From an optimization exercise on the open Yosys and OpenROAD flow, aimed at small area; shortcuts taken in it are not production practice. Only simulation tests tie the RTL to the original design; equivalence was not proved. The flow treats the clock pin as an ideal source, which a real chip does not have. Power figures rest on the tool's default switching activity, not on a simulated workload.

**flow/flow/run.sh**
```bash
#!/bin/bash
# Own flow: the standard synthesis, then its combinational logic is re-optimised for area
# (registers are left exactly as the standard synthesis made them; ABC's deepsyn runs with four
# seeds in parallel and the smallest result is kept), then the standard layout with
# minimum-size port buffers and no CTS dummy loads. Each tool's output goes to its own
# log_*.txt here.
set -euo pipefail
W=$(cd "$(dirname "$0")/.." && pwd)
cd "$W"
LIB=$FLOW_HOME/platforms/sky130hd/lib/sky130_fd_sc_hd__tt_025C_1v80.lib
YOSYS=$(command -v yosys || echo "$FLOW_HOME/../tools/install/yosys/bin/yosys")
R=orfs/results/sky130hd/maze_game/base

bash standard.sh synth > log_1_synth.txt 2>&1
cp $R/1_2_yosys.v synth_standard.v

python3 flow/mkmodels.py "$LIB" comb_models.v > log_2_models.txt 2>&1
DU=$(grep -o "sky130_fd_sc_hd__\(lpflow\|probe\)[a-z0-9_]*" "$FLOW_HOME/platforms/sky130hd/config.mk" | sort -u | sed "s/^/-dont_use /" | tr "\n" " ")
resynth() {
  S=$1
  printf 'strash\n&get -n\n&deepsyn -S %d -T 60\n&put\ndch -f\namap -F 10 -A 30\nstrash\n&get -n\n&deepsyn -S %d -T 60\n&put\ndch -f\namap -F 10 -A 30\ntopo\n' \
    "$S" "$((S + 10))" > resynth_$S.abc
  "$YOSYS" -l log_3_resynth_$S.txt -p "read_liberty -lib $LIB; read_verilog -overwrite comb_models.v; \
    read_verilog synth_standard.v; hierarchy -top maze_game; flatten; opt -purge; techmap; opt -fast -purge; \
    abc -liberty $LIB $DU -script $W/resynth_$S.abc; opt_clean -purge; setundef -zero; \
    hilomap -singleton -hicell sky130_fd_sc_hd__conb_1 HI -locell sky130_fd_sc_hd__conb_1 LO; \
    rename -hide w:*.*; opt_clean -purge; insbuf -buf sky130_fd_sc_hd__buf_1 A X; splitnets; opt_clean -purge; \
    write_verilog -noattr resynth_$S.v; tee -o resynth_stat_$S.txt stat -liberty $LIB" > /dev/null
}
PIDS=""
for S in 1 2 3 4; do resynth $S & PIDS="$PIDS $!"; done
for P in $PIDS; do wait $P; done
BEST=""; BA=""
for S in 1 2 3 4; do
  A=$(awk '/Chip area/ {print $NF}' resynth_stat_$S.txt)
  echo "seed $S: $A" >> log_3_resynth_choice.txt
  if [ -z "$BA" ] || awk -v a="$A" -v b="$BA" 'BEGIN {exit !(a < b)}'; then BEST=$S; BA=$A; fi
done
echo "kept seed $BEST: $BA" >> log_3_resynth_choice.txt
cp resynth_$BEST.v $R/1_2_yosys.v
rm -f $R/1_synth.odb $R/1_synth.sdc

bash standard.sh "BUFFER_PORTS_ARGS=-buffer_cell sky130_fd_sc_hd__buf_1" \
  "CTS_ARGS=-sink_clustering_enable -repair_clock_nets -dont_use_dummy_load" \
  finish > log_4_layout.txt 2>&1
```
**flow/design.v**
```verilog
module maze_game (
    input clk, input rst, input tick15, input tick_hsec, input key,
    input [2:0] key_num, input [2:0] volume,
    output [15:0] LED, output [6:0] DISPLAY, output reg [3:0] DIGIT,
    output [3:0] vgaRed, output [3:0] vgaGreen, output [3:0] vgaBlue,
    output hsync, output vsync, output reg sound_effect
);
    localparam INIT = 3'd0, WAIT = 3'd1, GAME = 3'd2, WIN = 3'd3, LOSE = 3'd4;
    function [2:0] char_rom(input [3:0] r, input [3:0] c);
        case ({r, c})
            8'd6: char_rom = 3'd1;
            8'd7: char_rom = 3'd1;
            8'd8: char_rom = 3'd1;
            8'd9: char_rom = 3'd1;
            8'd10: char_rom = 3'd1;
            8'd11: char_rom = 3'd1;
            8'd21: char_rom = 3'd1;
            8'd22: char_rom = 3'd7;
            8'd23: char_rom = 3'd7;
            8'd24: char_rom = 3'd7;
            8'd25: char_rom = 3'd7;
            8'd26: char_rom = 3'd1;
            8'd36: char_rom = 3'd1;
            8'd37: char_rom = 3'd7;
            8'd38: char_rom = 3'd7;
            8'd39: char_rom = 3'd7;
            8'd40: char_rom = 3'd7;
            8'd41: char_rom = 3'd7;
            8'd42: char_rom = 3'd1;
            8'd52: char_rom = 3'd1;
            8'd53: char_rom = 3'd7;
            8'd54: char_rom = 3'd4;
            8'd55: char_rom = 3'd7;
            8'd56: char_rom = 3'd4;
            8'd57: char_rom = 3'd7;
            8'd58: char_rom = 3'd7;
            8'd59: char_rom = 3'd1;
            8'd68: char_rom = 3'd1;
            8'd69: char_rom = 3'd7;
            8'd70: char_rom = 3'd7;
            8'd71: char_rom = 3'd7;
            8'd72: char_rom = 3'd7;
            8'd73: char_rom = 3'd6;
            8'd74: char_rom = 3'd7;
            8'd75: char_rom = 3'd1;
            8'd81: char_rom = 3'd1;
            8'd82: char_rom = 3'd1;
            8'd83: char_rom = 3'd1;
            8'd84: char_rom = 3'd7;
            8'd85: char_rom = 3'd7;
            8'd86: char_rom = 3'd6;
            8'd87: char_rom = 3'd6;
            8'd88: char_rom = 3'd6;
            8'd89: char_rom = 3'd7;
            8'd90: char_rom = 3'd7;
            8'd91: char_rom = 3'd7;
            8'd92: char_rom = 3'd1;
            8'd93: char_rom = 3'd1;
            8'd94: char_rom = 3'd1;
            8'd97: char_rom = 3'd1;
            8'd98: char_rom = 3'd7;
            8'd99: char_rom = 3'd7;
            8'd100: char_rom = 3'd7;
            8'd101: char_rom = 3'd7;
            8'd102: char_rom = 3'd7;
            8'd103: char_rom = 3'd7;
            8'd104: char_rom = 3'd7;
            8'd105: char_rom = 3'd7;
            8'd106: char_rom = 3'd7;
            8'd107: char_rom = 3'd7;
            8'd108: char_rom = 3'd7;
            8'd109: char_rom = 3'd7;
            8'd110: char_rom = 3'd1;
            8'd114: char_rom = 3'd1;
            8'd115: char_rom = 3'd7;
            8'd116: char_rom = 3'd7;
            8'd117: char_rom = 3'd7;
            8'd118: char_rom = 3'd7;
            8'd119: char_rom = 3'd7;
            8'd120: char_rom = 3'd7;
            8'd121: char_rom = 3'd7;
            8'd122: char_rom = 3'd7;
            8'd123: char_rom = 3'd7;
            8'd124: char_rom = 3'd7;
            8'd125: char_rom = 3'd1;
            8'd131: char_rom = 3'd1;
            8'd132: char_rom = 3'd7;
            8'd133: char_rom = 3'd7;
            8'd134: char_rom = 3'd7;
            8'd135: char_rom = 3'd7;
            8'd136: char_rom = 3'd7;
            8'd137: char_rom = 3'd7;
            8'd138: char_rom = 3'd7;
            8'd139: char_rom = 3'd7;
            8'd140: char_rom = 3'd1;
            8'd147: char_rom = 3'd1;
            8'd148: char_rom = 3'd7;
            8'd149: char_rom = 3'd7;
            8'd150: char_rom = 3'd7;
            8'd151: char_rom = 3'd7;
            8'd152: char_rom = 3'd7;
            8'd153: char_rom = 3'd7;
            8'd154: char_rom = 3'd7;
            8'd155: char_rom = 3'd1;
            8'd163: char_rom = 3'd1;
            8'd164: char_rom = 3'd7;
            8'd165: char_rom = 3'd7;
            8'd166: char_rom = 3'd7;
            8'd167: char_rom = 3'd7;
            8'd168: char_rom = 3'd7;
            8'd169: char_rom = 3'd7;
            8'd170: char_rom = 3'd7;
            8'd171: char_rom = 3'd1;
            8'd180: char_rom = 3'd1;
            8'd181: char_rom = 3'd7;
            8'd182: char_rom = 3'd7;
            8'd183: char_rom = 3'd7;
            8'd184: char_rom = 3'd7;
            8'd185: char_rom = 3'd7;
            8'd186: char_rom = 3'd7;
            8'd187: char_rom = 3'd1;
            8'd197: char_rom = 3'd1;
            8'd198: char_rom = 3'd7;
            8'd199: char_rom = 3'd7;
            8'd200: char_rom = 3'd7;
            8'd201: char_rom = 3'd7;
            8'd202: char_rom = 3'd1;
            8'd214: char_rom = 3'd1;
            8'd215: char_rom = 3'd1;
            8'd216: char_rom = 3'd7;
            8'd217: char_rom = 3'd7;
            8'd218: char_rom = 3'd1;
            8'd232: char_rom = 3'd1;
            8'd233: char_rom = 3'd1;
            8'd234: char_rom = 3'd1;
            8'd235: char_rom = 3'd1;
            8'd248: char_rom = 3'd1;
            8'd249: char_rom = 3'd1;
            8'd250: char_rom = 3'd1;
            8'd251: char_rom = 3'd1;
            default: char_rom = 3'd0;
        endcase
    endfunction
    function star_rom(input [3:0] r, input [3:0] c);
        case ({r, c})
            8'd8: star_rom = 1'b1;
            8'd23: star_rom = 1'b1;
            8'd24: star_rom = 1'b1;
            8'd25: star_rom = 1'b1;
            8'd39: star_rom = 1'b1;
            8'd40: star_rom = 1'b1;
            8'd41: star_rom = 1'b1;
            8'd54: star_rom = 1'b1;
            8'd55: star_rom = 1'b1;
            8'd56: star_rom = 1'b1;
            8'd57: star_rom = 1'b1;
            8'd58: star_rom = 1'b1;
            8'd65: star_rom = 1'b1;
            8'd66: star_rom = 1'b1;
            8'd67: star_rom = 1'b1;
            8'd68: star_rom = 1'b1;
            8'd69: star_rom = 1'b1;
            8'd70: star_rom = 1'b1;
            8'd71: star_rom = 1'b1;
            8'd72: star_rom = 1'b1;
            8'd73: star_rom = 1'b1;
            8'd74: star_rom = 1'b1;
            8'd75: star_rom = 1'b1;
            8'd76: star_rom = 1'b1;
            8'd77: star_rom = 1'b1;
            8'd78: star_rom = 1'b1;
            8'd79: star_rom = 1'b1;
            8'd82: star_rom = 1'b1;
            8'd83: star_rom = 1'b1;
            8'd84: star_rom = 1'b1;
            8'd85: star_rom = 1'b1;
            8'd86: star_rom = 1'b1;
            8'd87: star_rom = 1'b1;
            8'd88: star_rom = 1'b1;
            8'd89: star_rom = 1'b1;
            8'd90: star_rom = 1'b1;
            8'd91: star_rom = 1'b1;
            8'd92: star_rom = 1'b1;
            8'd93: star_rom = 1'b1;
            8'd94: star_rom = 1'b1;
            8'd99: star_rom = 1'b1;
            8'd100: star_rom = 1'b1;
            8'd101: star_rom = 1'b1;
            8'd102: star_rom = 1'b1;
            8'd103: star_rom = 1'b1;
            8'd104: star_rom = 1'b1;
            8'd105: star_rom = 1'b1;
            8'd106: star_rom = 1'b1;
            8'd107: star_rom = 1'b1;
            8'd108: star_rom = 1'b1;
            8'd109: star_rom = 1'b1;
            8'd116: star_rom = 1'b1;
            8'd117: star_rom = 1'b1;
            8'd118: star_rom = 1'b1;
            8'd119: star_rom = 1'b1;
            8'd120: star_rom = 1'b1;
            8'd121: star_rom = 1'b1;
            8'd122: star_rom = 1'b1;
            8'd123: star_rom = 1'b1;
            8'd124: star_rom = 1'b1;
            8'd133: star_rom = 1'b1;
            8'd134: star_rom = 1'b1;
            8'd135: star_rom = 1'b1;
            8'd136: star_rom = 1'b1;
            8'd137: star_rom = 1'b1;
            8'd138: star_rom = 1'b1;
            8'd139: star_rom = 1'b1;
            8'd150: star_rom = 1'b1;
            8'd151: star_rom = 1'b1;
            8'd152: star_rom = 1'b1;
            8'd153: star_rom = 1'b1;
            8'd154: star_rom = 1'b1;
            8'd165: star_rom = 1'b1;
            8'd166: star_rom = 1'b1;
            8'd167: star_rom = 1'b1;
            8'd168: star_rom = 1'b1;
            8'd169: star_rom = 1'b1;
            8'd170: star_rom = 1'b1;
            8'd171: star_rom = 1'b1;
            8'd180: star_rom = 1'b1;
            8'd181: star_rom = 1'b1;
            8'd182: star_rom = 1'b1;
            8'd183: star_rom = 1'b1;
            8'd184: star_rom = 1'b1;
            8'd185: star_rom = 1'b1;
            8'd186: star_rom = 1'b1;
            8'd187: star_rom = 1'b1;
            8'd188: star_rom = 1'b1;
            8'd196: star_rom = 1'b1;
            8'd197: star_rom = 1'b1;
            8'd198: star_rom = 1'b1;
            8'd199: star_rom = 1'b1;
            8'd200: star_rom = 1'b1;
            8'd201: star_rom = 1'b1;
            8'd202: star_rom = 1'b1;
            8'd203: star_rom = 1'b1;
            8'd204: star_rom = 1'b1;
            8'd211: star_rom = 1'b1;
            8'd212: star_rom = 1'b1;
            8'd213: star_rom = 1'b1;
            8'd214: star_rom = 1'b1;
            8'd218: star_rom = 1'b1;
            8'd219: star_rom = 1'b1;
            8'd220: star_rom = 1'b1;
            8'd221: star_rom = 1'b1;
            8'd227: star_rom = 1'b1;
            8'd228: star_rom = 1'b1;
            8'd236: star_rom = 1'b1;
            8'd237: star_rom = 1'b1;
            8'd242: star_rom = 1'b1;
            8'd243: star_rom = 1'b1;
            8'd253: star_rom = 1'b1;
            8'd254: star_rom = 1'b1;
            default: star_rom = 1'b0;
        endcase
    endfunction
    function maze_rom(input [3:0] r, input [4:0] c);
        case ({r, c})
            9'd33: maze_rom = 1'b1;
            9'd34: maze_rom = 1'b1;
            9'd35: maze_rom = 1'b1;
            9'd41: maze_rom = 1'b1;
            9'd43: maze_rom = 1'b1;
            9'd46: maze_rom = 1'b1;
            9'd48: maze_rom = 1'b1;
            9'd49: maze_rom = 1'b1;
            9'd50: maze_rom = 1'b1;
            9'd57: maze_rom = 1'b1;
            9'd59: maze_rom = 1'b1;
            9'd62: maze_rom = 1'b1;
            9'd67: maze_rom = 1'b1;
            9'd71: maze_rom = 1'b1;
            9'd73: maze_rom = 1'b1;
            9'd75: maze_rom = 1'b1;
            9'd77: maze_rom = 1'b1;
            9'd78: maze_rom = 1'b1;
            9'd80: maze_rom = 1'b1;
            9'd87: maze_rom = 1'b1;
            9'd89: maze_rom = 1'b1;
            9'd91: maze_rom = 1'b1;
            9'd93: maze_rom = 1'b1;
            9'd94: maze_rom = 1'b1;
            9'd98: maze_rom = 1'b1;
            9'd99: maze_rom = 1'b1;
            9'd100: maze_rom = 1'b1;
            9'd102: maze_rom = 1'b1;
            9'd103: maze_rom = 1'b1;
            9'd104: maze_rom = 1'b1;
            9'd105: maze_rom = 1'b1;
            9'd106: maze_rom = 1'b1;
            9'd107: maze_rom = 1'b1;
            9'd109: maze_rom = 1'b1;
            9'd112: maze_rom = 1'b1;
            9'd113: maze_rom = 1'b1;
            9'd116: maze_rom = 1'b1;
            9'd118: maze_rom = 1'b1;
            9'd119: maze_rom = 1'b1;
            9'd120: maze_rom = 1'b1;
            9'd121: maze_rom = 1'b1;
            9'd122: maze_rom = 1'b1;
            9'd123: maze_rom = 1'b1;
            9'd125: maze_rom = 1'b1;
            9'd130: maze_rom = 1'b1;
            9'd132: maze_rom = 1'b1;
            9'd134: maze_rom = 1'b1;
            9'd139: maze_rom = 1'b1;
            9'd141: maze_rom = 1'b1;
            9'd142: maze_rom = 1'b1;
            9'd143: maze_rom = 1'b1;
            9'd144: maze_rom = 1'b1;
            9'd145: maze_rom = 1'b1;
            9'd146: maze_rom = 1'b1;
            9'd148: maze_rom = 1'b1;
            9'd150: maze_rom = 1'b1;
            9'd155: maze_rom = 1'b1;
            9'd157: maze_rom = 1'b1;
            9'd158: maze_rom = 1'b1;
            9'd159: maze_rom = 1'b1;
            9'd161: maze_rom = 1'b1;
            9'd162: maze_rom = 1'b1;
            9'd164: maze_rom = 1'b1;
            9'd166: maze_rom = 1'b1;
            9'd171: maze_rom = 1'b1;
            9'd174: maze_rom = 1'b1;
            9'd178: maze_rom = 1'b1;
            9'd180: maze_rom = 1'b1;
            9'd182: maze_rom = 1'b1;
            9'd187: maze_rom = 1'b1;
            9'd190: maze_rom = 1'b1;
            9'd193: maze_rom = 1'b1;
            9'd198: maze_rom = 1'b1;
            9'd201: maze_rom = 1'b1;
            9'd203: maze_rom = 1'b1;
            9'd206: maze_rom = 1'b1;
            9'd208: maze_rom = 1'b1;
            9'd209: maze_rom = 1'b1;
            9'd210: maze_rom = 1'b1;
            9'd214: maze_rom = 1'b1;
            9'd217: maze_rom = 1'b1;
            9'd219: maze_rom = 1'b1;
            9'd222: maze_rom = 1'b1;
            9'd225: maze_rom = 1'b1;
            9'd233: maze_rom = 1'b1;
            9'd234: maze_rom = 1'b1;
            9'd235: maze_rom = 1'b1;
            9'd236: maze_rom = 1'b1;
            9'd238: maze_rom = 1'b1;
            9'd242: maze_rom = 1'b1;
            9'd249: maze_rom = 1'b1;
            9'd250: maze_rom = 1'b1;
            9'd251: maze_rom = 1'b1;
            9'd252: maze_rom = 1'b1;
            9'd254: maze_rom = 1'b1;
            9'd257: maze_rom = 1'b1;
            9'd264: maze_rom = 1'b1;
            9'd265: maze_rom = 1'b1;
            9'd268: maze_rom = 1'b1;
            9'd269: maze_rom = 1'b1;
            9'd270: maze_rom = 1'b1;
            9'd274: maze_rom = 1'b1;
            9'd280: maze_rom = 1'b1;
            9'd281: maze_rom = 1'b1;
            9'd284: maze_rom = 1'b1;
            9'd285: maze_rom = 1'b1;
            9'd286: maze_rom = 1'b1;
            9'd289: maze_rom = 1'b1;
            9'd290: maze_rom = 1'b1;
            9'd291: maze_rom = 1'b1;
            9'd292: maze_rom = 1'b1;
            9'd293: maze_rom = 1'b1;
            9'd294: maze_rom = 1'b1;
            9'd297: maze_rom = 1'b1;
            9'd298: maze_rom = 1'b1;
            9'd299: maze_rom = 1'b1;
            9'd300: maze_rom = 1'b1;
            9'd304: maze_rom = 1'b1;
            9'd305: maze_rom = 1'b1;
            9'd306: maze_rom = 1'b1;
            9'd308: maze_rom = 1'b1;
            9'd309: maze_rom = 1'b1;
            9'd310: maze_rom = 1'b1;
            9'd313: maze_rom = 1'b1;
            9'd314: maze_rom = 1'b1;
            9'd315: maze_rom = 1'b1;
            9'd316: maze_rom = 1'b1;
            9'd325: maze_rom = 1'b1;
            9'd331: maze_rom = 1'b1;
            9'd336: maze_rom = 1'b1;
            9'd341: maze_rom = 1'b1;
            9'd347: maze_rom = 1'b1;
            9'd353: maze_rom = 1'b1;
            9'd354: maze_rom = 1'b1;
            9'd355: maze_rom = 1'b1;
            9'd356: maze_rom = 1'b1;
            9'd357: maze_rom = 1'b1;
            9'd361: maze_rom = 1'b1;
            9'd362: maze_rom = 1'b1;
            9'd363: maze_rom = 1'b1;
            9'd365: maze_rom = 1'b1;
            9'd368: maze_rom = 1'b1;
            9'd369: maze_rom = 1'b1;
            9'd370: maze_rom = 1'b1;
            9'd372: maze_rom = 1'b1;
            9'd373: maze_rom = 1'b1;
            9'd377: maze_rom = 1'b1;
            9'd378: maze_rom = 1'b1;
            9'd379: maze_rom = 1'b1;
            9'd381: maze_rom = 1'b1;
            9'd386: maze_rom = 1'b1;
            9'd391: maze_rom = 1'b1;
            9'd392: maze_rom = 1'b1;
            9'd393: maze_rom = 1'b1;
            9'd397: maze_rom = 1'b1;
            9'd400: maze_rom = 1'b1;
            9'd407: maze_rom = 1'b1;
            9'd408: maze_rom = 1'b1;
            9'd409: maze_rom = 1'b1;
            9'd413: maze_rom = 1'b1;
            9'd418: maze_rom = 1'b1;
            9'd419: maze_rom = 1'b1;
            9'd420: maze_rom = 1'b1;
            9'd421: maze_rom = 1'b1;
            9'd422: maze_rom = 1'b1;
            9'd423: maze_rom = 1'b1;
            9'd425: maze_rom = 1'b1;
            9'd426: maze_rom = 1'b1;
            9'd429: maze_rom = 1'b1;
            9'd430: maze_rom = 1'b1;
            9'd431: maze_rom = 1'b1;
            9'd432: maze_rom = 1'b1;
            9'd436: maze_rom = 1'b1;
            9'd437: maze_rom = 1'b1;
            9'd438: maze_rom = 1'b1;
            9'd439: maze_rom = 1'b1;
            9'd441: maze_rom = 1'b1;
            9'd442: maze_rom = 1'b1;
            9'd445: maze_rom = 1'b1;
            9'd446: maze_rom = 1'b1;
            9'd447: maze_rom = 1'b1;
            9'd481: maze_rom = 1'b1;
            9'd489: maze_rom = 1'b1;
            9'd490: maze_rom = 1'b1;
            9'd491: maze_rom = 1'b1;
            9'd492: maze_rom = 1'b1;
            9'd494: maze_rom = 1'b1;
            9'd498: maze_rom = 1'b1;
            9'd505: maze_rom = 1'b1;
            9'd506: maze_rom = 1'b1;
            9'd507: maze_rom = 1'b1;
            9'd508: maze_rom = 1'b1;
            9'd510: maze_rom = 1'b1;
            default: maze_rom = 1'b0;
        endcase
    endfunction
    function win_rom(input [3:0] r, input [4:0] c);
        case ({r, c})
            9'd33: win_rom = 1'b1;
            9'd39: win_rom = 1'b1;
            9'd55: win_rom = 1'b1;
            9'd65: win_rom = 1'b1;
            9'd68: win_rom = 1'b1;
            9'd71: win_rom = 1'b1;
            9'd84: win_rom = 1'b1;
            9'd87: win_rom = 1'b1;
            9'd97: win_rom = 1'b1;
            9'd98: win_rom = 1'b1;
            9'd99: win_rom = 1'b1;
            9'd101: win_rom = 1'b1;
            9'd102: win_rom = 1'b1;
            9'd103: win_rom = 1'b1;
            9'd117: win_rom = 1'b1;
            9'd118: win_rom = 1'b1;
            9'd119: win_rom = 1'b1;
            9'd129: win_rom = 1'b1;
            9'd130: win_rom = 1'b1;
            9'd134: win_rom = 1'b1;
            9'd135: win_rom = 1'b1;
            9'd137: win_rom = 1'b1;
            9'd138: win_rom = 1'b1;
            9'd139: win_rom = 1'b1;
            9'd150: win_rom = 1'b1;
            9'd151: win_rom = 1'b1;
            9'd153: win_rom = 1'b1;
            9'd154: win_rom = 1'b1;
            9'd155: win_rom = 1'b1;
            9'd162: win_rom = 1'b1;
            9'd166: win_rom = 1'b1;
            9'd170: win_rom = 1'b1;
            9'd182: win_rom = 1'b1;
            9'd186: win_rom = 1'b1;
            9'd194: win_rom = 1'b1;
            9'd198: win_rom = 1'b1;
            9'd202: win_rom = 1'b1;
            9'd214: win_rom = 1'b1;
            9'd218: win_rom = 1'b1;
            9'd234: win_rom = 1'b1;
            9'd250: win_rom = 1'b1;
            9'd266: win_rom = 1'b1;
            9'd269: win_rom = 1'b1;
            9'd273: win_rom = 1'b1;
            9'd282: win_rom = 1'b1;
            9'd285: win_rom = 1'b1;
            9'd297: win_rom = 1'b1;
            9'd298: win_rom = 1'b1;
            9'd299: win_rom = 1'b1;
            9'd301: win_rom = 1'b1;
            9'd302: win_rom = 1'b1;
            9'd305: win_rom = 1'b1;
            9'd313: win_rom = 1'b1;
            9'd314: win_rom = 1'b1;
            9'd315: win_rom = 1'b1;
            9'd317: win_rom = 1'b1;
            9'd318: win_rom = 1'b1;
            9'd333: win_rom = 1'b1;
            9'd334: win_rom = 1'b1;
            9'd335: win_rom = 1'b1;
            9'd337: win_rom = 1'b1;
            9'd349: win_rom = 1'b1;
            9'd350: win_rom = 1'b1;
            9'd351: win_rom = 1'b1;
            9'd365: win_rom = 1'b1;
            9'd367: win_rom = 1'b1;
            9'd369: win_rom = 1'b1;
            9'd381: win_rom = 1'b1;
            9'd383: win_rom = 1'b1;
            9'd397: win_rom = 1'b1;
            9'd400: win_rom = 1'b1;
            9'd401: win_rom = 1'b1;
            9'd413: win_rom = 1'b1;
            9'd429: win_rom = 1'b1;
            9'd433: win_rom = 1'b1;
            9'd445: win_rom = 1'b1;
            9'd490: win_rom = 1'b1;
            9'd506: win_rom = 1'b1;
            default: win_rom = 1'b0;
        endcase
    endfunction
    function lose_rom(input [3:0] r, input [4:0] c);
        case ({r, c})
            9'd69: lose_rom = 1'b1;
            9'd70: lose_rom = 1'b1;
            9'd71: lose_rom = 1'b1;
            9'd85: lose_rom = 1'b1;
            9'd86: lose_rom = 1'b1;
            9'd87: lose_rom = 1'b1;
            9'd100: lose_rom = 1'b1;
            9'd104: lose_rom = 1'b1;
            9'd111: lose_rom = 1'b1;
            9'd112: lose_rom = 1'b1;
            9'd113: lose_rom = 1'b1;
            9'd114: lose_rom = 1'b1;
            9'd116: lose_rom = 1'b1;
            9'd120: lose_rom = 1'b1;
            9'd127: lose_rom = 1'b1;
            9'd129: lose_rom = 1'b1;
            9'd132: lose_rom = 1'b1;
            9'd136: lose_rom = 1'b1;
            9'd139: lose_rom = 1'b1;
            9'd140: lose_rom = 1'b1;
            9'd141: lose_rom = 1'b1;
            9'd143: lose_rom = 1'b1;
            9'd148: lose_rom = 1'b1;
            9'd152: lose_rom = 1'b1;
            9'd155: lose_rom = 1'b1;
            9'd156: lose_rom = 1'b1;
            9'd157: lose_rom = 1'b1;
            9'd159: lose_rom = 1'b1;
            9'd161: lose_rom = 1'b1;
            9'd164: lose_rom = 1'b1;
            9'd168: lose_rom = 1'b1;
            9'd170: lose_rom = 1'b1;
            9'd175: lose_rom = 1'b1;
            9'd180: lose_rom = 1'b1;
            9'd184: lose_rom = 1'b1;
            9'd186: lose_rom = 1'b1;
            9'd191: lose_rom = 1'b1;
            9'd193: lose_rom = 1'b1;
            9'd196: lose_rom = 1'b1;
            9'd200: lose_rom = 1'b1;
            9'd202: lose_rom = 1'b1;
            9'd207: lose_rom = 1'b1;
            9'd208: lose_rom = 1'b1;
            9'd209: lose_rom = 1'b1;
            9'd210: lose_rom = 1'b1;
            9'd212: lose_rom = 1'b1;
            9'd216: lose_rom = 1'b1;
            9'd218: lose_rom = 1'b1;
            9'd223: lose_rom = 1'b1;
            9'd225: lose_rom = 1'b1;
            9'd229: lose_rom = 1'b1;
            9'd230: lose_rom = 1'b1;
            9'd231: lose_rom = 1'b1;
            9'd235: lose_rom = 1'b1;
            9'd236: lose_rom = 1'b1;
            9'd239: lose_rom = 1'b1;
            9'd245: lose_rom = 1'b1;
            9'd246: lose_rom = 1'b1;
            9'd247: lose_rom = 1'b1;
            9'd251: lose_rom = 1'b1;
            9'd252: lose_rom = 1'b1;
            9'd255: lose_rom = 1'b1;
            9'd257: lose_rom = 1'b1;
            9'd269: lose_rom = 1'b1;
            9'd271: lose_rom = 1'b1;
            9'd285: lose_rom = 1'b1;
            9'd287: lose_rom = 1'b1;
            9'd289: lose_rom = 1'b1;
            9'd290: lose_rom = 1'b1;
            9'd291: lose_rom = 1'b1;
            9'd292: lose_rom = 1'b1;
            9'd301: lose_rom = 1'b1;
            9'd303: lose_rom = 1'b1;
            9'd304: lose_rom = 1'b1;
            9'd305: lose_rom = 1'b1;
            9'd306: lose_rom = 1'b1;
            9'd308: lose_rom = 1'b1;
            9'd317: lose_rom = 1'b1;
            9'd319: lose_rom = 1'b1;
            9'd330: lose_rom = 1'b1;
            9'd331: lose_rom = 1'b1;
            9'd332: lose_rom = 1'b1;
            9'd346: lose_rom = 1'b1;
            9'd347: lose_rom = 1'b1;
            9'd348: lose_rom = 1'b1;
            9'd481: lose_rom = 1'b1;
            9'd485: lose_rom = 1'b1;
            9'd486: lose_rom = 1'b1;
            9'd487: lose_rom = 1'b1;
            9'd491: lose_rom = 1'b1;
            9'd492: lose_rom = 1'b1;
            9'd495: lose_rom = 1'b1;
            9'd501: lose_rom = 1'b1;
            9'd502: lose_rom = 1'b1;
            9'd503: lose_rom = 1'b1;
            9'd507: lose_rom = 1'b1;
            9'd508: lose_rom = 1'b1;
            9'd511: lose_rom = 1'b1;
            default: lose_rom = 1'b0;
        endcase
    endfunction
    reg [9:0] pixel_cnt, line_cnt;
    wire pix_end = pixel_cnt[9] & pixel_cnt[8] & (&pixel_cnt[4:0]);    
    wire line_end = line_cnt[9] & line_cnt[3] & line_cnt[2];           
    always @(posedge clk)
        if (rst || pix_end) pixel_cnt <= 10'd0;
        else pixel_cnt <= pixel_cnt + 10'd1;
    always @(posedge clk)
        if (rst) line_cnt <= 10'd0;
        else if (pix_end) line_cnt <= line_end ? 10'd0 : line_cnt + 10'd1;
    assign hsync = !((pixel_cnt >= 10'd656) && (pixel_cnt < 10'd752));
    assign vsync = (pixel_cnt == 10'd0) ? !((line_cnt == 10'd490) || (line_cnt == 10'd491))
                                        : !((line_cnt == 10'd489) || (line_cnt == 10'd490));
    wire valid = (pixel_cnt < 10'd640) && (line_cnt < 10'd480);
    wire [8:0] h = pixel_cnt[9:1];
    wire [3:0] mrow = line_cnt[8:5];
    wire [4:0] mcol = pixel_cnt[9:5];
    wire [7:0] v = line_cnt[8:1];
    reg [2:0] state;
    reg [3:0] three_sec_cnt;
    reg time_left_cnt;
    reg t2;               
    reg [2:0] t1;         
    reg [3:0] t0;         
    reg [1:0] sel;        
    reg [8:0] charactor_h;
    reg [7:0] charactor_v;
    reg charactor_dir;
    reg [2:0] target_key;
    reg [8:0] cnt;        
    reg star_countA, star_countB, star_countC;
    wire all_star = star_countA & star_countB & star_countC;
    wire st_init = !(state[2] | state[1] | state[0]);
    wire st_wait = state[0] & !state[1];
    wire st_game = state[1] & !state[0];
    wire st_win  = state[1] & state[0];
    wire st_lose = state[2];
    wire enter = key && (key_num == 3'd4);
    wire time_zero = !t2 && (t1 == 3'd0) && (t0 == 4'd0);
    wire at_exit = (charactor_h[8:4] == 5'd13) && (charactor_h[3:0] != 4'd0) &&
                   (charactor_v[7:4] == 4'd11) && (charactor_v[3:0] != 4'd0);
    always @(posedge clk or posedge rst)
        if (rst) three_sec_cnt <= 4'd0;
        else if (tick_hsec) three_sec_cnt <= st_wait ? three_sec_cnt + 4'd1 : 4'd0;
    always @(posedge clk or posedge rst)
        if (rst) state <= INIT;
        else if ((st_init | st_win | st_lose) & enter) state <= WAIT;
        else if (st_wait & (three_sec_cnt[3] | (three_sec_cnt[2] & three_sec_cnt[1]))) state <= GAME;
        else if (st_game & at_exit & all_star) state <= WIN;
        else if (st_game & time_zero) state <= LOSE;
    always @(posedge clk or posedge rst)
        if (rst) time_left_cnt <= 1'b0;
        else if (tick_hsec) time_left_cnt <= !time_left_cnt;
    always @(posedge clk or posedge rst)
        if (rst) begin
            t2 <= 1'b1; t1 <= 3'd4; t0 <= 4'd7;
        end else if (tick_hsec && !time_left_cnt && !st_win && !st_lose) begin
            if (!st_game) begin
                t2 <= 1'b1; t1 <= 3'd4; t0 <= 4'd7;
            end else begin
                if (t1 == 3'd0 && t0 == 4'd0) t2 <= 1'b0;
                if (t0 == 4'd0) t1 <= (t1 != 3'd0) ? t1 - 3'd1 : 3'd5;
                t0 <= (t0 != 4'd0) ? t0 - 4'd1 : 4'd9;
            end
        end
    always @(posedge clk or posedge rst)
        if (rst) sel <= 2'd0;
        else if (st_game) sel <= 2'd0;
        else if (st_win) sel <= 2'd1;
        else if (st_lose) sel <= 2'd2;
    reg [3:0] digit_n;
    always @(*) begin
        digit_n = DIGIT;
        if (tick15) case (DIGIT)
            4'b1110: digit_n = 4'b1101;
            4'b1101: digit_n = 4'b1011;
            4'b1011: digit_n = 4'b0111;
            default: digit_n = 4'b1110;
        endcase
    end
    always @(posedge clk or posedge rst)
        if (rst) DIGIT <= 4'b1111;
        else DIGIT <= digit_n;
    wire show_time = state[1];
    wire [3:0] wait_digit = (4'd7 - three_sec_cnt) >> 1;
    reg [3:0] dnum;
    always @(*) begin
        dnum = 4'd10;
        case (digit_n)
            4'b1110: dnum = show_time ? t0 : st_wait ? wait_digit : 4'd10;
            4'b1101: dnum = show_time ? {1'b0, t1} : 4'd10;
            4'b1011: dnum = show_time ? {3'b000, t2} : 4'd10;
            4'b0111: dnum = show_time ? 4'd0 : 4'd10;
            default: dnum = 4'd10;
        endcase
    end
    reg [3:0] dnum_r;    
    reg [6:0] seg;
    always @(*)
        case (dnum_r)
            4'd0: seg = 7'b1000000;
            4'd1: seg = 7'b1111001;
            4'd2: seg = 7'b0100100;
            4'd3: seg = 7'b0110000;
            4'd4: seg = 7'b0011001;
            4'd5: seg = 7'b0010010;
            4'd6: seg = 7'b0000010;
            4'd7: seg = 7'b1111000;
            4'd8: seg = 7'b0000000;
            4'd9: seg = 7'b0010000;
            default: seg = 7'b0111111;
        endcase
    assign DISPLAY = seg;
    always @(posedge clk or posedge rst)
        if (rst) dnum_r <= 4'd10;
        else dnum_r <= dnum;
    reg led_a, led_b, led_c;    
    reg [2:0] led_s;            
    wire led_en = (st_wait | st_lose) ? tick_hsec : 1'b1;
    wire [4:0] vol_bar = {(volume > 3'd4), (volume > 3'd3), (volume > 3'd2), (volume > 3'd1), (volume > 3'd0)};
    always @(posedge clk) if (led_en) begin
        case (state)
            INIT: begin led_a <= 1'b1; led_b <= 1'b1; led_c <= 1'b0; led_s <= volume; end
            WAIT: begin led_a <= !(led_a & led_b); led_b <= !(led_a & led_b); led_c <= 1'b0; led_s <= volume; end
            GAME: begin led_a <= 1'b1; led_b <= 1'b0; led_c <= 1'b0; led_s <= volume; end
            WIN:  begin led_a <= 1'b1; led_b <= 1'b1; led_c <= 1'b1; led_s <= 3'd7; end
            default: begin led_a <= 1'b0; led_b <= 1'b0; led_c <= 1'b0; led_s <= 3'd0; end
        endcase
    end
    assign LED = {{3{led_a}}, {4{led_b}}, {4{led_c}}, (led_s > 3'd4), (led_s > 3'd3), (led_s > 3'd2), (led_s > 3'd1), (led_s > 3'd0)};
    wire cnt_zero = (cnt == 9'd0);
    wire cnt_max = (cnt == 9'd67);
    wire [8:0] cnt_step = {cnt[7:0], !(cnt[8] ^ cnt[4])};
    always @(posedge clk)
        if (key && (cnt_zero || (target_key == key_num))) cnt <= cnt_max ? 9'd0 : cnt_step;
        else cnt <= 9'd0;
    always @(posedge clk or posedge rst)
        if (rst) target_key <= 3'd0;
        else if (key && cnt_zero) target_key <= key_num;
    always @(posedge clk or posedge rst)
        if (rst) charactor_dir <= 1'b0;
        else if (key && cnt_zero && !key_num[2]) charactor_dir <= key_num[1];
    wire mv_up = (target_key == 3'd0), mv_left = (target_key == 3'd1);
    wire mv_down = (target_key == 3'd2), mv_right = (target_key == 3'd3);
    wire [4:0] ncell_h = charactor_h[8:4] - {4'd0, (charactor_h[3:0] == 4'd0 && !mv_right) ||
                                                   (charactor_h[3:0] == 4'd1 && mv_left)};
    wire [3:0] ncell_v = charactor_v[7:4] - {3'd0, (charactor_v[3:0] == 4'd0 && !mv_down) ||
                                                   (charactor_v[3:0] == 4'd1 && mv_up)};
    wire slot = (pixel_cnt[4:0] == 5'd16);
    reg pass_r;
    wire rom_z;
    always @(posedge clk) if (slot) pass_r <= rom_z;
    wire pass = sel[1] | (!sel[0] & pass_r);
    wire go = st_game && cnt_max && pass;
    always @(posedge clk)
        if (!(state[2] | state[1])) begin
            charactor_h <= 9'd72; charactor_v <= 8'd72;
        end else begin
            charactor_h <= charactor_h + {{8{go & mv_left}}, go & (mv_left | mv_right)};
            charactor_v <= charactor_v + {{7{go & mv_up}}, go & (mv_up | mv_down)};
        end
    wire [9:0] dx = {1'b0, h} - {1'b0, charactor_h};
    wire [9:0] dy = {2'b0, v} - {2'b0, charactor_v};
    wire [9:0] ex = dx + 10'd7;
    wire [9:0] ey = dy + 10'd7;
    wire win_x = (ex[9:4] == 6'd0) && (ex[3:0] != 4'd15);
    wire win_y = (ey[9:4] == 6'd0) && (ey[3:0] != 4'd15);
    wire [2:0] ccode = char_rom(ey[3:0], ex[3:0] ^ {4{charactor_dir}});
    wire on_char = valid && win_x && win_y && (ccode != 3'd0);
    wire [9:0] adx = dx[9] ? -dx : dx;
    wire [9:0] ady = dy[9] ? -dy : dy;
    wire [5:0] dsum = adx[9:4] + ady[9:4];
    wire [2:0] cdist = (dsum > 6'd7) ? 3'd7 : dsum[2:0];
    wire [8:0] hp = h + 9'd1;
    wire [7:0] vp = v + 8'd1;
    wire sbit = star_rom(vp[3:0], hp[3:0]);
    wire sA = (hp[8:4] == 5'd1) && (vp[7:4] == 4'd1) && !star_countA;
    wire sB = (hp[8:4] == 5'd6) && (vp[7:4] == 4'd6) && !star_countB;
    wire sC = (hp[8:4] == 5'd14) && (vp[7:4] == 4'd1) && !star_countC;
    wire on_star = sbit && (sA || sB || sC);
    wire [3:0] arow = slot ? ncell_v : mrow;
    wire [4:0] acol = slot ? ncell_h : mcol;
    assign rom_z = maze_rom(arow, acol);
    wire rom_w = win_rom(arow, acol), rom_l = lose_rom(arow, acol);
    reg last_z, last_w, last_l;
    always @(posedge clk) begin
        last_z <= rom_z; last_w <= rom_w; last_l <= rom_l;
    end
    wire mz = slot ? last_z : rom_z;
    wire mw = slot ? last_w : rom_w;
    wire ml = slot ? last_l : rom_l;
    wire mterm = (mrow == 4'd11) && (mcol == 5'd13);
    wire cell_on = sel[1] ? ml : sel[0] ? mw : mz;
    wire cell_term = !(sel[1] | sel[0]) && mterm;
    wire border = (pixel_cnt[4:1] == 4'd0) || (pixel_cnt[4:1] == 4'd15) ||
                  (line_cnt[4:1] == 4'd0) || (line_cnt[4:1] == 4'd15);
    reg [11:0] mpix;
    always @(*)
        if (!cell_on) mpix = 12'h000;
        else if (cell_term) mpix = all_star ? 12'hA0A : 12'h622;
        else mpix = border ? 12'h800 : 12'hA00;
    wire game = st_game;
    reg [11:0] pixel;
    always @(*)
        if (!valid) pixel = 12'h000;
        else if (game) begin
            if (on_char) pixel = {{4{ccode[2]}}, ccode[1] ? 4'hF : (ccode[0] & !ccode[2]) ? 4'h9 : 4'h0, {4{ccode[0]}}};
            else if (on_star) pixel = 12'h00F;
            else pixel = mpix;
        end
        else if (st_win | st_lose) pixel = mpix;
        else pixel = 12'h000;
    function [3:0] fade(input [3:0] c, input [2:0] d);
        fade = (c > {d, 1'b0}) ? c - {d, 1'b0} : 4'd0;
    endfunction
    assign vgaRed   = game ? fade(pixel[11:8], cdist) : pixel[11:8];
    assign vgaGreen = game ? fade(pixel[7:4], cdist) : pixel[7:4];
    assign vgaBlue  = game ? fade(pixel[3:0], cdist) : pixel[3:0];
    wire in_A = (charactor_h[8:4] == 5'd1) && (charactor_h[3:0] != 4'd0) &&
                (charactor_v[7:4] == 4'd1) && (charactor_v[3:0] != 4'd0);
    wire in_B = (charactor_h[8:4] == 5'd6) && (charactor_h[3:0] != 4'd0) &&
                (charactor_v[7:4] == 4'd6) && (charactor_v[3:0] != 4'd0);
    wire in_C = (charactor_h[8:4] == 5'd14) && (charactor_h[3:0] != 4'd0) &&
                (charactor_v[7:4] == 4'd1) && (charactor_v[3:0] != 4'd0);
    wire pick = game && on_char;
    wire clr = !(state[2] | state[1]);
    wire setA = pick & in_A, setB = pick & !in_A & in_B, setC = pick & !in_A & !in_B & in_C;
    always @(posedge clk) begin
        star_countA <= setA | (star_countA & !clr);
        star_countB <= setB | (star_countB & !clr);
        star_countC <= setC | (star_countC & !clr);
    end
    reg picked;
    always @(posedge clk) begin
        picked <= pick && ((in_A && !star_countA) || (!in_A && in_B && !star_countB) ||
                           (!in_A && !in_B && in_C && !star_countC));
        sound_effect <= picked;
    end
endmodule
```
**flow/constraint.sdc**
```tcl
create_clock -name core_clock -period 40.0 [get_ports {clk}]
set_input_delay 8.0000 -clock core_clock [delete_from_list [all_inputs] [get_ports {clk}]]
set_output_delay 8.0000 -clock core_clock [all_outputs]
set_load 0.01 [all_outputs]
```
**flow/flow/mkmodels.py**
```python
# Writes Verilog models of the platform's combinational cells from the liberty file's functions.
import re, sys
lib = open(sys.argv[1]).read()
out = []
for m in re.finditer(r'\n\s*cell\s*\(\s*"?(sky130_fd_sc_hd__\w+)"?\s*\)\s*\{', lib):
    name = m.group(1)
    # cell body: up to next top-level cell
    start = m.end()
    nxt = re.compile(r'\n\s*cell\s*\(').search(lib, start)
    body = lib[start: nxt.start() if nxt else len(lib)]
    if re.search(r'\b(ff|latch|statetable)\s*\(', body):
        continue
    pins = []
    for pm in re.finditer(r'\n\s*pin\s*\(\s*"?(\w+)"?\s*\)\s*\{', body):
        ps = pm.end()
        # pin body until matching brace (approx: next "pin (" or end)
        depth = 1; i = ps
        while depth and i < len(body):
            if body[i] == '{': depth += 1
            elif body[i] == '}': depth -= 1
            i += 1
        pb = body[ps:i]
        d = re.search(r'direction\s*:\s*"?(\w+)"?', pb)
        f = re.search(r'\bfunction\s*:\s*"([^"]*)"', pb)
        pins.append((pm.group(1), d.group(1) if d else None, f.group(1) if f else None))
    outs = [p for p in pins if p[1] == 'output']
    if not outs or any(p[2] is None for p in outs):
        continue
    ins = [p for p in pins if p[1] == 'input']
    ports = [p[0] for p in ins] + [p[0] for p in outs]
    s = ['module %s(%s);' % (name, ', '.join(ports))]
    for p in ins: s.append('  input %s;' % p[0])
    for p in outs:
        e = p[2].replace('!', '~').replace('+', '|').replace('*', '&')
        e = re.sub(r"(\w+)'", r"~\1", e)
        s.append('  output %s;' % p[0])
        s.append('  assign %s = %s;' % (p[0], e))
    s.append('endmodule')
    out.append('\n'.join(s))
open(sys.argv[2], 'w').write('\n'.join(out) + '\n')
print(len(out), 'models')
```
**flow/standard.sh**
```bash
#!/bin/bash
# synth_recipe.tcl (not shown) runs the flow's synth.tcl, then flattens the netlist and writes it again
# the make line also repeats each setting of config.mk as NAME=value (left out here)
make -C /OpenROAD-flow-scripts/flow DESIGN_CONFIG=/design/flow/config.mk WORK_HOME=/design/flow/orfs CLKGATE_MAP_FILE= SYNTH_SCRIPT=/design/flow/synth_recipe.tcl "${@:-finish}"
```
**flow/config.mk**
```make
export PLATFORM = sky130hd
export DESIGN_NAME = maze_game
export DESIGN_NICKNAME = maze_game
export VERILOG_FILES = /design/flow/design.v
export SDC_FILE = /design/flow/constraint.sdc
export NUM_CORES = 4
export LEC_CHECK = 0
export ABC_AREA = 1
export CAP_MARGIN = 20
export CORE_MARGIN = 2
export CORE_UTILIZATION = 60
export GPL_TIMING_DRIVEN = 0
export SLEW_MARGIN = 20
export SYNTH_MEMORY_MAX_BITS = 65536
```
==> results.json, run 1 <==
{
  "critPathKind": "register to output pin",
  "tns_ns": 0,
  "hp-class": "register to register",
  "cts_setup_buffers": 0,
  "end_kind": "output pin",
  "io_pins": 53,
  "power_mw": 0.267,
  "worst_pin_slew_ns": 1.00,
  "gr-usage-all-layers_pct": 33.7,
  "p_seq_share_pct": 46.3,
  "die_height_um": 105,
  "p_per_area_nw_per_um2": 40.1,
  "fin_crit_sh_pct": 39.4,
  "relSlewSlack_pct": 32.3,
  "worstPathRequired_ns": 32.00,
  "clockBufferDepth": 2,
  "drc": 0,
  "grt_pass1_vias": 6468,
  "wire_per_inst_um": 17.2,
  "first_pass_iters": 6,
  "max-cap-violations": 0,
  "intPower_mw": 0.159,
  "ant_nets": 0,
  "maxSlewViolCount": 0,
  "port_buffers": 52,
  "cts_made_buffers": 9,
  "cts_resized": 0,
  "comb_power_share_pct": 34.7,
  "dp_hpwl_um": 14600,
  "setup_viol": 0,
  "core_area_um2": 10100,
  "die-area_um2": 11100,
  "p_switching_mw": 0.108,
  "holdWs_ns": 0.333,
  "path_buf_inv": 4,
  "ir_drop_mv": 0.0237,
  "syn_nets": 925,
  "status": "no timing/DRC/antenna violations",
  "cp_slowest_cell": "o22ai_1",
  "drt_iter0_drc": 895,
  "num_vias": 7209,
  "fin_ws_ns": 24.25,
  "root_buffer": "clkbuf_8",
  "area_growth_pct": 8.09,
  "yosysWarnings": 1,
  "fin_crit_ns": 15.75,
  "syn_area_per_cell_um2": 6.75,
  "h-tree-depth": 3,
  "switching_share_pct": 40.4,
  "grt.overflow.total": 0,
  "skew_ns": 0.0314,
  "totalWireLength_um": 19100,
  "utilization_pct": 65.8,
  "grt_max_degree": 34,
  "crit_arrival_ns": 7.75,
  "synth_cells": 914,
  "place_ws_ns": 25.04,
  "max_stage_delay_ns": 0.70,
  "grt_pass1_wl_um": 30400,
  "drive_gt1_share_pct": 2.36,
  "crit_top_cell": "o21ai_0",
  "clkSinkCount": 91,
  "cp_top_family": "compound AO/OA/AOI/OAI gates",
  "fmax_mhz": 63.5,
  "die-width_um": 105,
  "holdBufCountCts": 0,
  "rows": 37,
  "insertion_delay_ns": 0.38,
  "rsz0062_at_grt": "no",
  "place.gp.congestion": 0.977,
  "clkPwrFrac_pct": 18.9,
  "antennaDiodeCount": 0,
  "cts.clk_slew.worst_paths_ns": 0.09,
  "finalHoldViolCount": 0,
  "start_kind": "register",
  "antenna_found_initial": 0,
  "start_util_pct": 60.9,
  "nets": 988,
  "cts_tree": "yes",
  "crit_fanout": 10,
  "synth.cell_area_um2": 6170,
  "p_leak_nw": 2.19,
  "viasPerCell": 6.49
}
[final timing paths]
path                                     from       endpoint  slack, ns  cells after the start
worst max register to register   pixel_cnt[1]         picked      33.46                     32
worst min register to register         picked   sound_effect       0.33                      0
worst max-delay path            target_key[1]    vgaGreen[1]      24.25                     28
worst min-delay path                   picked   sound_effect       0.33                      0
min in group asynchronous                 rst  target_key[2]       7.73                      2
max in group asynchronous                 rst         sel[1]      31.86                      2
[registers in the layout, summed over array words and instances, names as in the netlist, 4 cells and up]
| register | count |
|---|---|
| line_cnt | 10 |
| pixel_cnt | 10 |
| charactor_h | 9 |
| cnt | 9 |
| charactor_v | 8 |
| DIGIT | 4 |
| dnum_r | 4 |
| t0 | 4 |
| three_sec_cnt | 4 |
[stage by stage]
stage	std cells	instance area, um^2
after floorplan	914	6170
after global placement	1102	6540
after detailed placement	1102	6540
after CTS	1111	6670
after global routing	1111	6670
final	1111	6670
[per-layer routing]
| layer | share of wire [%] | track usage (%) |
|---|---|---|
| met1 | 41 | 46.3 |
| met2 | 45 | 53.5 |
| met5 | 0 | 0 |
| met3 | 11 | 5.50 |
| met4 | 2.5 | 12.4 |
[cells in the final DEF, fill, tap and decap left out, types with 3 or more instances in the layout]
cell         n
nor2_1     192
clkinv_1   142
o21ai_0     91
a21oi_1     65
nand2_1     62
buf_1       61
dfxtp_1     54
nor3_1      45
o22ai_1     33
dfrtp_1     19
o221ai_1    16
a211oi_1    16
nand3_1     15
dfstp_2     11
or2_0       10
a31oi_1     10
a221oi_1    10
clkbuf_8     9
nand4_1      8
a22oi_1      8
o211ai_1     7
nor4_1       7
edfxtp_1     7
or4_1        6
a21o_1       6
or3_1        5
o32ai_1      5
nor2b_1      5
o2111ai_1    5
o21a_1       4
a221o_1      4
a222oi_1     4
o21bai_1     4
o2111a_1     3
o22a_1       3
[power groups by stage]
stage | registers [mW] | logic [mW] | clock network, mW
6_report | 0.124 | 0.0928 | 0.0506
5_1_grt | 0.126 | 0.103 | 0.0532
4_1_cts | 0.123 | 0.0914 | 0.0503
3_5_place_dp | 0.125 | 0.0910 | 0
3_3_place_gp | 0.124 | 0.0857 | 0
2_1_floorplan | 0.123 | 0.0619 | 0
[final cells by class]
cell class,count,area [um^2]
multi-input combinational,671,3550
fill,896,3470
sequential,91,2060
inverter,143,538
timing repair buffer,52,195
tap,136,170
clock buffer,9,124
buffer,9,33.8
==> inputs of run 2 (changes only) <==
--- a/flow/design.v
+++ b/flow/design.v
@@ -707,11 +707,10 @@
                 t0 <= (t0 != 4'd0) ? t0 - 4'd1 : 4'd9;
             end
         end
+    wire [1:0] sel_n = st_game ? 2'd0 : st_win ? 2'd1 : st_lose ? 2'd2 : sel;
     always @(posedge clk or posedge rst)
         if (rst) sel <= 2'd0;
-        else if (st_game) sel <= 2'd0;
-        else if (st_win) sel <= 2'd1;
-        else if (st_lose) sel <= 2'd2;
+        else sel <= sel_n;
     reg [3:0] digit_n;
     always @(*) begin
         digit_n = DIGIT;
@@ -826,15 +825,10 @@
     wire [4:0] acol = slot ? ncell_h : mcol;
     assign rom_z = maze_rom(arow, acol);
     wire rom_w = win_rom(arow, acol), rom_l = lose_rom(arow, acol);
-    reg last_z, last_w, last_l;
-    always @(posedge clk) begin
-        last_z <= rom_z; last_w <= rom_w; last_l <= rom_l;
-    end
-    wire mz = slot ? last_z : rom_z;
-    wire mw = slot ? last_w : rom_w;
-    wire ml = slot ? last_l : rom_l;
+    reg last_on;
+    always @(posedge clk) last_on <= sel_n[1] ? rom_l : sel_n[0] ? rom_w : rom_z;
     wire mterm = (mrow == 4'd11) && (mcol == 5'd13);
-    wire cell_on = sel[1] ? ml : sel[0] ? mw : mz;
+    wire cell_on = slot ? last_on : sel[1] ? rom_l : sel[0] ? rom_w : rom_z;
     wire cell_term = !(sel[1] | sel[0]) && mterm;
     wire border = (pixel_cnt[4:1] == 4'd0) || (pixel_cnt[4:1] == 4'd15) ||
                   (line_cnt[4:1] == 4'd0) || (line_cnt[4:1] == 4'd15);
==> run 2 against run 1 <==
Effect of this change:
- still clean
- combinational power rose by 35%
- global-route usage is 1.2 points higher
- first-iteration DRC count is 0.56% lower
- clock power fell by 1%
- fmax down 7.2%
- cell area rose by 0.15%
- total power rose by 13%
- count of clock-buffer cells in the layout did not move
- synthesized cell count increased by 0.88%
==> results.json, run 2 <==
{
  "drc": 0,
  "synth_cells": 922,
  "maxSlewViolCount": 0,
  "syn_nets": 933,
  "place.gp.congestion": 0.975,
  "syn_area_per_cell_um2": 6.70,
  "fin_crit_ns": 16.98,
  "drive_gt1_share_pct": 2.34,
  "start_kind": "register",
  "insertion_delay_ns": 0.38,
  "dp_hpwl_um": 15000,
  "start_util_pct": 60.9,
  "largestRegisters": "line_cnt: 10 flops, pixel_cnt: 10 flops",
  "crit_fanout": 9,
  "cts_tree": "yes",
  "grt_use_met2_pct": 58.9,
  "cp_slowest_cell": "dfxtp_1",
  "hp-class": "register to register",
  "finalHoldViolCount": 0,
  "gr-usage-all-layers_pct": 34.9,
  "skew_ns": 0.0349,
  "die-area_um2": 11100,
  "p_leak_nw": 2.18,
  "num_vias": 7286,
  "ant_nets": 0,
  "synth.cell_area_um2": 6180,
  "relSlewSlack_pct": 29.6,
  "viasPerCell": 6.51,
  "design_area_um2": 6680,
  "worst_pin_slew_ns": 1.04,
  "grt_busiest_layer": "met2",
  "yosysWarnings": 1,
  "met3_usage_pct": 6.00,
  "wire_per_inst_um": 17.3,
  "rows": 37,
  "drt_iter0_drc": 890,
  "root_buffer": "clkbuf_8",
  "clockBufferDepth": 2,
  "cts_setup_buffers": 0,
  "port_buffers": 52,
  "crit_arrival_ns": 8.98,
  "max_stage_delay_ns": 0.53,
  "postPlaceCellArea_um2": 6560,
  "nets": 996,
  "holdBufCountCts": 0,
  "antenna_found_initial": 0,
  "tns_ns": 0,
  "h-tree-depth": 3,
  "p_per_area_nw_per_um2": 45.1,
  "cts.clk_slew.worst_paths_ns": 0.08,
  "setup_viol": 0,
  "area_growth_pct": 8.16,
  "rsz0062_at_grt": "no",
  "cts_made_buffers": 9,
  "grt_pass1_wl_um": 31600,
  "max-cap-violations": 0,
  "critPathKind": "register to output pin",
  "crit_top_cell": "nor2_1",
  "ir_drop_mv": 0.0318,
  "grtUsageMet1_pct": 41.3,
  "antennaDiodeCount": 0,
  "io_pins": 53,
  "fmax_mhz": 58.9,
  "fin_crit_sh_pct": 42.4,
  "first_pass_iters": 7,
  "totalWireLength_um": 19400,
  "worstPathRequired_ns": 32.00,
  "grt_max_degree": 33,
  "layout_common_cells": "nor2_1 (183), clkinv_1 (141), o21ai_0 (92)",
  "status": "no timing/DRC/antenna violations",
  "clkSinkCount": 89,
  "grt_pass1_vias": 6772,
  "grt.overflow.total": 0,
  "final_common_cell": "nor2_1",
  "cts_resized": 0,
  "end_kind": "output pin",
  "die_height_um": 105,
  "die-width_um": 105,
  "core_area_um2": 10100
}
[run 2: cell types whose count changed in the layout (fill, tap and decap cells not counted), sizes merged, moves of 8 or more]
cell   delta
a21oi     +8
o21a      +8
nor2     -10
nor3      -9
nand3     +9
[run 2: routing by layer]
layer	share of wire (%)	vias to the layer above	wire, um
li1	-	3445	-
met1	40	3309	7680
met2	47	431	9180
met3	8.1	101	1560
met4	4.9	0	959
met5	0	-	0
[run 2: final timing paths]
path / slack (ns) / to / from / cells past startpoint
max in group asynchronous: 31.78 / t0[1] / rst / 2
worst max-delay path: 23.02 / vgaGreen[1] / pixel_cnt[2] / 45
worst max register to register: 32.22 / picked / pixel_cnt[2] / 37
worst min register to register: 0.34 / sound_effect / picked / 0
min in group asynchronous: 7.84 / state[2] / rst / 2
worst min-delay path: 0.34 / sound_effect / picked / 0
[run 2: power breakdown]
group / internal, mW / leakage (nW) / total [mW] / switching [mW]
Clock: 0.0202 / 0.0647 / 0.0500 / 0.0298
Sequential: 0.111 / 0.843 / 0.126 / 0.0151
Combinational: 0.0396 / 1.28 / 0.125 / 0.0856
Total: 0.171 / 2.18 / 0.301 / 0.131
[run 2: final cells by class]
type | instances | area (um^2)
plain buffers | 9 | 33.8
clock buffers | 9 | 124
fillers | 903 | 3460
inverters | 142 | 534
multi-input cells | 682 | 3610
flip-flops and latches | 89 | 2020
well taps | 136 | 170
repair buffers | 52 | 195
[run 2: critical path: cells and delay by family, from the launching register on]
family,cells,cell delay [ns]
AND/OR/NAND/NOR,18,2.16
AO/OA/AOI/OAI,21,4.83
buffers and inverters,6,1.03
flip-flops,1,0.53
[run 2: per-stage QoR]
step | power [mW] | instances | setup slack (ns) | hold WS (ns) | utilization [%]
finish | 0.301 | 1119 | 23.02 | 0.342 | 65.9
global route | 0.320 | 1119 | 22.11 | 0.357 | 65.9
CTS | 0.298 | 1119 | 23.48 | 0.346 | 65.9
detailed placement | 0.250 | 1110 | 23.94 | 0.330 | 64.7
global placement | 0.241 | 1110 | 24.34 | 0.311 | 64.5
floorplan | 0.211 | 922 | 25.77 | 0.310 | -
==> inputs of run 3 (changes only) <==
--- a/flow/flow/run.sh
+++ b/flow/flow/run.sh
@@ -2,7 +2,8 @@
 # Own flow: the standard synthesis, then its combinational logic is re-optimised for area
 # (registers are left exactly as the standard synthesis made them; ABC's deepsyn runs with four
 # seeds in parallel and the smallest result is kept), then the standard layout with
-# minimum-size port buffers and no CTS dummy loads. Each tool's output goes to its own
+# minimum-size port buffers, no CTS dummy loads and clock buffers downsized where the
+# clock-pin slew allows. Each tool's output goes to its own
 # log_*.txt here.
 set -euo pipefail
 W=$(cd "$(dirname "$0")/.." && pwd)
@@ -40,6 +41,8 @@
 cp resynth_$BEST.v $R/1_2_yosys.v
 rm -f $R/1_synth.odb $R/1_synth.sdc
 
-bash standard.sh "BUFFER_PORTS_ARGS=-buffer_cell sky130_fd_sc_hd__buf_1" \
-  "CTS_ARGS=-sink_clustering_enable -repair_clock_nets -dont_use_dummy_load" \
-  finish > log_4_layout.txt 2>&1
+KNOBS=("BUFFER_PORTS_ARGS=-buffer_cell sky130_fd_sc_hd__buf_1"
+       "CTS_ARGS=-sink_clustering_enable -repair_clock_nets -dont_use_dummy_load")
+bash standard.sh "${KNOBS[@]}" cts > log_4_to_cts.txt 2>&1
+RESULTS="$W/$R" LIB="$LIB" openroad -no_init -exit flow/downsize_clk.tcl > log_5_clock_downsize.txt 2>&1
+bash standard.sh "${KNOBS[@]}" finish > log_6_layout.txt 2>&1
==> flow/flow/downsize_clk.tcl (new file) <==
set results $::env(RESULTS)
read_liberty $::env(LIB)
read_db $results/4_cts.odb
read_sdc $results/4_cts.sdc
source $::env(FLOW_HOME)/platforms/sky130hd/setRC.tcl
set_propagated_clock [all_clocks]
estimate_parasitics -placement
proc worst_clk_slew {} {
  set worst 0
  foreach pin [get_pins -hierarchical */CLK] {
    set s [get_property $pin slew_max]
    if {$s > $worst} { set worst $s }
  }
  return $worst
}
set limit 0.110
puts "worst clock-pin slew before: [worst_clk_slew]"
set bufs {}
foreach inst [get_cells *] {
  set m [get_property $inst ref_name]
  if {$m eq "sky130_fd_sc_hd__clkbuf_8" || $m eq "sky130_fd_sc_hd__clkbuf_16"} {
    lappend bufs [list [get_property $inst full_name] $m]
  }
}
foreach b $bufs {
  lassign $b name m
  replace_cell [get_cells $name] sky130_fd_sc_hd__clkbuf_4
  estimate_parasitics -placement
  set w [worst_clk_slew]
  if {$w > $limit} {
    replace_cell [get_cells $name] $m
    estimate_parasitics -placement
    puts "kept $name as $m (clkbuf_4 would give $w)"
  } else {
    puts "$name: $m -> sky130_fd_sc_hd__clkbuf_4 (worst clock-pin slew $w)"
  }
}
puts "worst clock-pin slew after: [worst_clk_slew]"
report_clock_skew
write_db $results/4_cts.odb
==> run 3 against run 2 <==
Effect of this change:
- sequential share of layout area up 0.11 points
- first-iteration DRC count up 2.4%
- utilization down 0.25 points
- area after synthesis unchanged
- hold slack better by 0.0092 ns
==> results.json, run 3 <==
{
  "status": "no timing/DRC/antenna violations",
  "antennaDiodeCount": 0,
  "syn_area_per_cell_um2": 6.70,
  "place_ws_ns": 23.94,
  "fin_crit_sh_pct": 42.9,
  "cts_made_buffers": 9,
  "die_height_um": 105,
  "grt.overflow.total": 0,
  "worst_pin_slew_ns": 1.06,
  "ant_nets": 0,
  "root_buffer": "clkbuf_8",
  "yosysWarnings": 1,
  "regToRegSetupSlack_ns": 32.14,
  "cts_resized": 0,
  "port_buffers": 52,
  "core_area_um2": 10100,
  "maxSlewViolCount": 0,
  "grt_max_degree": 33,
  "area_growth_pct": 7.76,
  "worstHoldPathCells": 0,
  "p_leak_nw": 2.17,
  "rows": 37,
  "crit_fanout": 9,
  "setup_viol": 0,
  "start_kind": "register",
  "end_kind": "output pin",
  "fin_crit_ns": 17.16,
  "finalHoldViolCount": 0,
  "skew_ns": 0.0292,
  "io_pins": 53,
  "totalWireLength_um": 19400,
  "critPathKind": "register to output pin",
  "fin_ws_ns": 22.84,
  "start_util_pct": 60.9,
  "cts.clk_slew.worst_paths_ns": 0.10,
  "place.gp.congestion": 0.975,
  "drc": 0,
  "rsz0062_at_grt": "no",
  "gr-usage-all-layers_pct": 34.9,
  "layout_common_cells": "nor2_1 (183), clkinv_1 (141), o21ai_0 (92)",
  "holdWs_ns": 0.351,
  "ir_drop_mv": 0.0317,
  "synth_cells": 922,
  "nets": 996,
  "cts_tree": "yes",
  "h-tree-depth": 3,
  "fmax_mhz": 58.3,
  "syn_nets": 933,
  "synth.cell_area_um2": 6180,
  "clkSinkCount": 89,
  "drive_gt1_share_pct": 2.34,
  "grt_pass1_vias": 6775,
  "insertion_delay_ns": 0.46,
  "relSlewSlack_pct": 29.1,
  "max-cap-violations": 0,
  "r2r_cells": 37,
  "crit_arrival_ns": 9.16,
  "power_mw": 0.296,
  "first_pass_iters": 6,
  "die-area_um2": 11100,
  "p_per_area_nw_per_um2": 44.5,
  "final_common_cell": "nor2_1",
  "clockBufferDepth": 2,
  "drt_iter0_drc": 911,
  "grt_pass1_wl_um": 31600,
  "utilization_pct": 65.6,
  "wire_per_inst_um": 17.4,
  "crit_top_cell": "nor2_1",
  "viasPerCell": 6.56,
  "largestRegisters": "line_cnt: 10 flops, pixel_cnt: 10 flops",
  "dp_hpwl_um": 15000,
  "holdBufCountCts": 0,
  "worstPathRequired_ns": 32.00,
  "tns_ns": 0,
  "num_vias": 7346,
  "die-width_um": 105,
  "hp-class": "register to register",
  "antenna_found_initial": 0,
  "cp_slowest_cell": "dfxtp_1",
  "cts_setup_buffers": 0,
  "max_stage_delay_ns": 0.53
}
[run 3: worst paths after layout]
| check | startpoint | endpoint |
|---|---|---|
| min | picked | sound_effect |
| min in group asynchronous | rst | state[2] |
| max reg2reg | pixel_cnt[2] | picked |
| max | pixel_cnt[2] | vgaGreen[1] |
| max in group asynchronous | rst | t0[1] |
| min reg2reg | picked | sound_effect |
[run 3: critical path, delay by kind of cell, from the launching register on]
family / cells / cell delay (ns)
AOI/OAI and AO/OA: 21 / 4.93
buffers and inverters: 6 / 1.06
DFF: 1 / 0.53
and+or+nand+nor: 18 / 2.18
[run 3: metrics by stage]
stage	cells	area [um^2]
floorplan	922	6180
global placement	1110	6540
detailed placement	1110	6560
CTS	1119	6680
global route	1119	6660
finish	1119	6660
[run 3: layout make-up]
class	instances	area, um^2
tap	136	170
buffer	9	33.8
multi-input combinational	682	3610
clock buffer	9	98.8
inverter	142	534
timing repair buffer	52	195
fill	908	3480
sequential	89	2020
[run 3: report_power, final]
part	total (mW)	switching [mW]	internal, mW
registers	0.126	0.0151	0.111
clock network	0.0445	0.0288	0.0157
logic	0.125	0.0858	0.0396
total	0.296	0.130	0.166
[run 3: routing by layer]
layer	vias up	track usage, %	share of wire, %
met5	-	0	0
met4	0	21.0	5.0
met3	97	6.00	7.9
met2	452	58.9	47
met1	3356	41.3	40
li1	3441	-	-

separate check: timing with driven ports:
The flow's constraints put no driver on any port. The routed layouts listed below were extracted and timed again, unchanged, in two steps. Step 1 sets driving cells, clkbuf_16 on the clock port and buf_2 on the other inputs (assumed; they add their load-dependent delay and slew). Step 2 moves the port delays by t, midway between the first and last clock arrival at a register: inputs arrive t later, outputs are due t later. That takes back most of the time a late clock gives input paths. Three values: ideal, step 1, step 2; two values: the first two.
run | shift t [ns] | slack for setup (ns) | worst hold slack (ns) | cell pins on the clock port's net
run 1 | 0.398 | 24.251 / 24.217 / 24.615 | 0.333 / 0.333 / 0.333 | 1
run 2 | 0.395 | 23.023 / 22.985 / 23.380 | 0.342 / 0.342 / 0.342 | 1
run 3 | 0.484 | 22.839 / 22.804 / 23.288 | 0.351 / 0.351 / 0.351 | 1
After both steps every run listed still meets setup and hold.
